Source: an optimization exercise on an open RTL-to-GDS flow (aim: small area and a short achievable clock period). Production flows keep margins and buffers that such runs may drop. At most, simulation tests tie the RTL to the original design; equivalence was not proved. Function not checked in run 2: the RTL went through the layout flow alone. Power figures rest on the tool's default switching activity, not on a simulated workload.

==> flow/design.v (outline; a module is shown in full before it is edited, if it fits) <==
// module divmodder: 2500 lines
module divmodder #(parameter WIDTH = 32, parameter LATENCY = 4) (
  input clock, input reset,
  input [WIDTH-1:0] in1, input [WIDTH-1:0] in2,
  output [WIDTH-1:0] div, output [WIDTH-1:0] mod);
  // ...
==> flow/flow/run.sh <==
#!/bin/bash
# The standard layout, with plain buf_1 cells as the port buffers
# (instead of the default delay-buffer cells), and timing repair asked
# to leave a setup margin, so that it speeds up the critical paths.
set -euo pipefail
bash standard.sh "BUFFER_PORTS_ARGS=-buffer_cell sky130_fd_sc_hd__buf_1" "SETUP_SLACK_MARGIN=64.5" finish > standard.log 2>&1
==> flow/standard.sh <==
#!/bin/bash
# synth_recipe.tcl (not shown) runs the flow's synth.tcl, then flattens the netlist and writes it again
# the make line also repeats each setting of config.mk as NAME=value (left out here)
make -C /OpenROAD-flow-scripts/flow DESIGN_CONFIG=/design/flow/config.mk WORK_HOME=/design/flow/orfs CLKGATE_MAP_FILE= SYNTH_SCRIPT=/design/flow/synth_recipe.tcl "${@:-finish}"
==> flow/config.mk <==
export PLATFORM = sky130hd
export DESIGN_NAME = divmodder
export DESIGN_NICKNAME = divmodder
export VERILOG_FILES = /design/flow/design.v
export SDC_FILE = /design/flow/constraint.sdc
export NUM_CORES = 4
export LEC_CHECK = 0
export ABC_AREA = 1
export CAP_MARGIN = 20
export CORE_MARGIN = 2
export CORE_UTILIZATION = 55
export SLEW_MARGIN = 20
==> flow/constraint.sdc <==
create_clock -name core_clock -period 85.0 [get_ports {clock}]
set_input_delay 17.0000 -clock core_clock [delete_from_list [all_inputs] [get_ports {clock}]]
set_output_delay 17.0000 -clock core_clock [all_outputs]
set_load 0.01 [all_outputs]
==> results.sh, run 1 <==
export IMPL_rsz0062_at_grt="yes"
export IMPL_wl_met3_um=5430
export IMPL_min_path_type="register to register"
export IMPL_fin_total_pwr_mw=0.623
export IMPL_clk_share_pct=3.14
export IMPL_clk_pin_slew_worst_paths_ps=60
export IMPL_seq_cells=327
export IMPL_period_share_pct=22.8
export IMPL_status="timing/DRC/antenna clean"
export IMPL_grt_pass1_vias=30700
export IMPL_syn_avg_cell_area_um2=7.06
export IMPL_cpMaxStageDelayCell="fa_1"
export IMPL_drt_met1_wl_um=45200
export IMPL_dp_hpwl_um=76300
export IMPL_clock_root_buffer="clkbuf_16"
export IMPL_route_met2_wl_um=48000
export IMPL_route_vias_total=33400
export IMPL_arrival_ps=19920
export IMPL_drc=0
export IMPL_synth_edf_count=0
export IMPL_cp_slowest_stage_delay_ps=420
export IMPL_ir_worst_vdd_uv=18.8
export IMPL_synth_distinct_cells=70
export IMPL_num_rows=93
export IMPL_rr_endpoint="s2_r[8]"
export IMPL_reg2reg_slack_ps=65600
export IMPL_post_synth_top_count_cell="nand2_1"
export IMPL_wirelength_um=101000
export IMPL_startpoint_type="register"
export IMPL_grt_overflow=0
export IMPL_firstDrtPassIters=6
export IMPL_muxShareOfSynthArea_pct=1.03
export IMPL_synth_top_family_by_area="simple AND/OR/NAND/NOR gates"
export IMPL_postRouteAntennaNets=0
export IMPL_synth_main_ff_cell="dfxtp_1"
export IMPL_use_met1_pct=38.1
export IMPL_final_min_clock_period_ps=19400
==> run 2: changes to the inputs <==
--- a/flow/design.v
+++ b/flow/design.v
@@ -2483,18 +2483,17 @@
   wire P31_78 = P31_62 & P31_56;
   wire G31_79 = G31_63 | (P31_63 & G31_56);
   wire P31_79 = P31_63 & P31_56;
   wire G31_80 = G31_64 | (P31_64 & G31_56);
   wire P31_80 = P31_64 & P31_56;
   wire [32:0] bw31 = {G31_80, G31_79, G31_78, G31_77, G31_76, G31_75, G31_74, G31_73, G31_72, G31_71, G31_70, G31_69, G31_68, G31_67, G31_66, G31_65, G31_56, G31_55, G31_54, G31_53, G31_52, G31_51, G31_50, G31_49, G31_36, G31_35, G31_34, G31_33, G31_18, G31_17, G31_1, gg31[0], 1'b0};
   wire [31:0] df31 = ~pg31 ^ bw31[31:0];
   wire ge31 = ~bw31[32] & ~hi31;
+  wire [31:0] r32 = ge31 ? df31 : t31;
   wire [31:0] q32 = {q31, ge31};
-  reg [31:0] s4_t;
-  always @(posedge clock) s4_t <= t31;
-  reg [31:0] s4_df;
-  always @(posedge clock) s4_df <= df31;
+  reg [31:0] s4_r;
+  always @(posedge clock) s4_r <= r32;
   reg [31:0] s4_q;
   always @(posedge clock) s4_q <= q32;
   assign div = s4_q;
-  assign mod = (s4_q[0] ? s4_df : s4_t);
+  assign mod = s4_r;
 endmodule
==> run 2 against run 1 <==
Against the previous run:
- sequential share of layout area shrank 1.5 points
- worst hold slack improved by 1.9 ps
- clock skew rose by 9.9 ps
- final cell count is 0.50% higher
- area after synthesis fell by 2.6%
- synthesized cell count rose by 0.28%
- first-iteration DRC count increased by 0.56%
- clock-buffer cell count down 5
- via count grew 0.47%
- design area shrank 0.61%
- setup slack got worse by 560 ps
==> results.sh, run 2 <==
export IMPL_dp_hpwl_um=73900
export IMPL_start_util_pct=55.5
export IMPL_synth_seq_cells=295
export IMPL_final_area_um2=40800
export IMPL_num_rows=92
export IMPL_hold_viol=0
export IMPL_cp_slowest_stage_delay_ps=590
export IMPL_max_clock_freq_mhz=50.1
export IMPL_rsz0062_at_grt="no"
export IMPL_grt_pass1_wl_um=154000
export IMPL_cpMaxStageDelayCell="nor4b_1"
export IMPL_io_buffers=128
export IMPL_hp_start="s3_q[0]"
export IMPL_path_cells="buf_1, or2_2, nor3_1, nand4_1, nor4b_1, inv_1, nor2_1, nor2_1, a21oi_1, fa_1, nand3b_1, nor4_1, inv_1, o21ai_0"
export IMPL_die_w_um=256
export IMPL_post_synth_top_count_cell="nand2_1"
export IMPL_postRouteAntennaNets=0
export IMPL_synth_fp_nets=5784
export IMPL_htree_levels=2
export IMPL_slew_violations=0
export IMPL_max_cap_violations=0
export IMPL_drt_iter0_markers=1967
export IMPL_clock_sink_count=295
export IMPL_cp_max_fo=3
export IMPL_yosysWarnings=1
export IMPL_die_h_um=256
export IMPL_crit_type="input pin to register"
export IMPL_grt_usage_pct=28.7
export IMPL_status="timing/DRC/antenna clean"
export IMPL_wirelength_um=101000
export IMPL_syn_avg_cell_area_um2=6.86
export IMPL_synth_distinct_cells=65
export IMPL_synthTopCellsByCount="1403 x nand2_1, 657 x inv_1, 575 x nand3_1, 493 x ha_1, 295 x dfxtp_1"
export IMPL_rr_endpoint="s2_r[11]"
export IMPL_nFillCells=5864
export IMPL_reg2reg_slack_ps=65450
export IMPL_die_area_um2=65600
export IMPL_synth_main_ff_cell="dfxtp_1"
export IMPL_syn_inst=5097
export IMPL_finish_net_count=6074
export IMPL_grt_pass1_vias=30500
export IMPL_power_density_nw_per_um2=14.7
export IMPL_arrival_ps=20380
export IMPL_synth_edf_count=0
export IMPL_detail_route_wl_per_cell_um=16.1
export IMPL_final_common_cell="nand2_1"
export IMPL_cp_num_buf_inv=3
export IMPL_min_path_type="register to register"
export IMPL_grt_start_max_net_pins=45
export IMPL_place_gp_congestion=0.897
export IMPL_grt_overflow=0
export IMPL_worstSetupEndpointType="register"
export IMPL_synthTopCellsByArea="ha_1 18%, dfxtp_1 17%, nand2_1 15%, nand3_1 8.2%, fa_1 7.3%"
export IMPL_placed_area_um2=36100
export IMPL_whs_path_depth=0
export IMPL_startpoint_type="input pin"
export IMPL_clock_root_buffer="clkbuf_16"
export IMPL_drc=0
export IMPL_core_area_um2=63000
export IMPL_path_delay_family="simple AND/OR/NAND/NOR gates"
export IMPL_skew_ps=30.8
export IMPL_cts_tree="done"
export IMPL_critPathRequiredTime_ps=85420
export IMPL_crit_reg2reg_launch="s1_d[0]"
export IMPL_cts_buffer_depth=3
export IMPL_synth_area_leader_cell="ha_1"
export IMPL_syn2layout_area_growth_pct=16.8
export IMPL_tightest_slew_ps=1100
export IMPL_firstDrtPassIters=8
export IMPL_ir_worst_vdd_uv=20.0
export IMPL_cts_inserted_buffers=37
export IMPL_final_cell_mix="1339 x nand2_1, 631 x inv_1, 564 x nand3_1"
export IMPL_synth_top_area_share_pct=17.6
export IMPL_hold_path_end="s4_q[9]"
export IMPL_final_min_clock_period_ps=19960
export IMPL_setup_viol=0
export IMPL_p_leak_nw=21.1
export IMPL_clock_latency_ps=580
export IMPL_period_share_pct=23.5
export IMPL_antenna_found_initial=7
export IMPL_ctsHoldBuffers=0
export IMPL_fin_tns_setup_ps=0
export IMPL_viasPerCell=5.35
export IMPL_layout_drive_gt1_share_pct=14.6
export IMPL_io_pins=130
export IMPL_cp_depth=14
export IMPL_fin_total_pwr_mw=0.601
export IMPL_netlist_area_um2=35000
export IMPL_clk_pin_slew_worst_paths_ps=60
export IMPL_max_slew_margin_rel_pct=26.0
export IMPL_r2r_cells=137
export IMPL_async_flop_share_pct=0
export IMPL_synth_seq_area_share_pct=16.9
export IMPL_route_vias_total=33500
run 2: changes by cell type after synthesis, sizes merged, moves of 20 or more:
cell | before | now
nand3 | 561 | 599
nand2 | 1351 | 1448
dfxtp | 327 | 295
mux2 | 32 | 0
xor2 | 168 | 148
nor2 | 266 | 235
run 2: area by class of cell:
type,count,area (µm²),share of cell area (%)
diodes,2,5.00,0.0123
clock buffers,43,988,2.42
clock inverters,25,300,0.736
inverters,684,2690,6.58
multi-input cells,4046,27500,67.4
flip-flops and latches,295,5950,14.6
well taps,846,1060,2.59
repair buffers,320,2320,5.67
repair inverters,3,17.5,0.0429
run 2: logic make-up (layout without fill, tap and decap cells):
| group | Yosys count | after routing | synth area share, % |
|---|---|---|---|
| and+or+nand+nor | 2590 | 2607 | 33.4 |
| buffers and inverters | 773 | 1075 | 9.01 |
| adders and majority gates | 621 | 621 | 25.0 |
| AOI/OAI and AO/OA | 573 | 573 | 9.60 |
| DFF | 295 | 295 | 16.9 |
| xor gates and xnor gates | 243 | 243 | 6.09 |
| muxes | 2 | 2 | 0.0573 |
| other | 0 | 2 | 0 |
run 2: worst register-to-register path, delay by kind of cell, from the launching register on:
kind,cells,cell delay (ps)
AOI/OAI and AO/OA,30,4710
adders and majority gates,17,5020
buffers and inverters,27,2740
DFF,1,330
and+or+nand+nor,63,6660
run 2: power by group:
group	leakage [nW]	total [mW]	internal [mW]	switching, mW
Sequential	2.47	0.162	0.152	0.0103
Combinational	18.0	0.271	0.108	0.163
Clock	0.618	0.168	0.0976	0.0705
run 2: repair_timing:
item,4_1_cts,5_1_grt
cloned,11,23
endpoints found under the hold margin,0,0
buffers inserted,35,114
resized for setup,113,329
pin swaps,17,113
endpoints found under the setup margin,73,72
run 2: how the worst max path moves through the flow:
| stage | from | endpoint | slack, ps |
|---|---|---|---|
| 2_1_floorplan | in2[18] | s1_r[0] | 65890 |
| 3_3_place_gp | s1_d[1] | s2_r[0] | 61930 |
| 3_5_place_dp | s1_d[1] | s2_r[0] | 61880 |
| 4_1_cts | s1_d[0] | s2_r[7] | 64510 |
| 5_1_grt | s1_d[0] | s2_r[0] | 64240 |
| 6_report | in2[18] | s1_r[0] | 65040 |
run 2: metrics by stage:
step,utilization [%],hold WS (ps),worst slack (ps),cells
after floorplan,-,310,65890,5097
after global placement,57.4,310,61930,6011
after detailed placement,57.4,312,61880,6011
after CTS,60.6,325,64510,6125
after global routing,64.8,327,64240,6262
final,64.8,324,65040,6264
run 2: layer usage:
layer,vias up,wire [µm],track usage [%]
met5,-,0,0
met3,134,4790,2.92
met1,15500,45600,37.6
met2,644,48100,50.7
li1,17200,-,-
met4,0,2110,6.64

[re-timing with driven ports]
How much do the figures lean on ideal ports? The routed layouts below were timed once more, with nothing changed but the port constraints. Step 1, drivers: a clkbuf_16 drives clock and a buf_2 each remaining input, both assumed. Step 2 adds t to the input delays and takes it off the output delays; t is the mean of the earliest and latest rising clock arrival at the registers after step 1. Input paths then give back, and output paths get back, about the clock's delay inside the block. a / b / c = no drivers / after step 1 / after step 2; a / b = the first two.
| run | shift t [ns] | setup WS [ns] | worst setup path at the end |
|---|---|---|---|
| run 1 | 0.635 | 65.600 / 65.600 / 65.259 | input to register |
| run 2 | 0.627 | 65.039 / 65.084 / 64.457 | input to register |
After both steps every run listed still meets setup and hold. The setup slack of run 2, which loses most, moves by +0.045 ns with the drivers and by -0.582 ns with both steps.
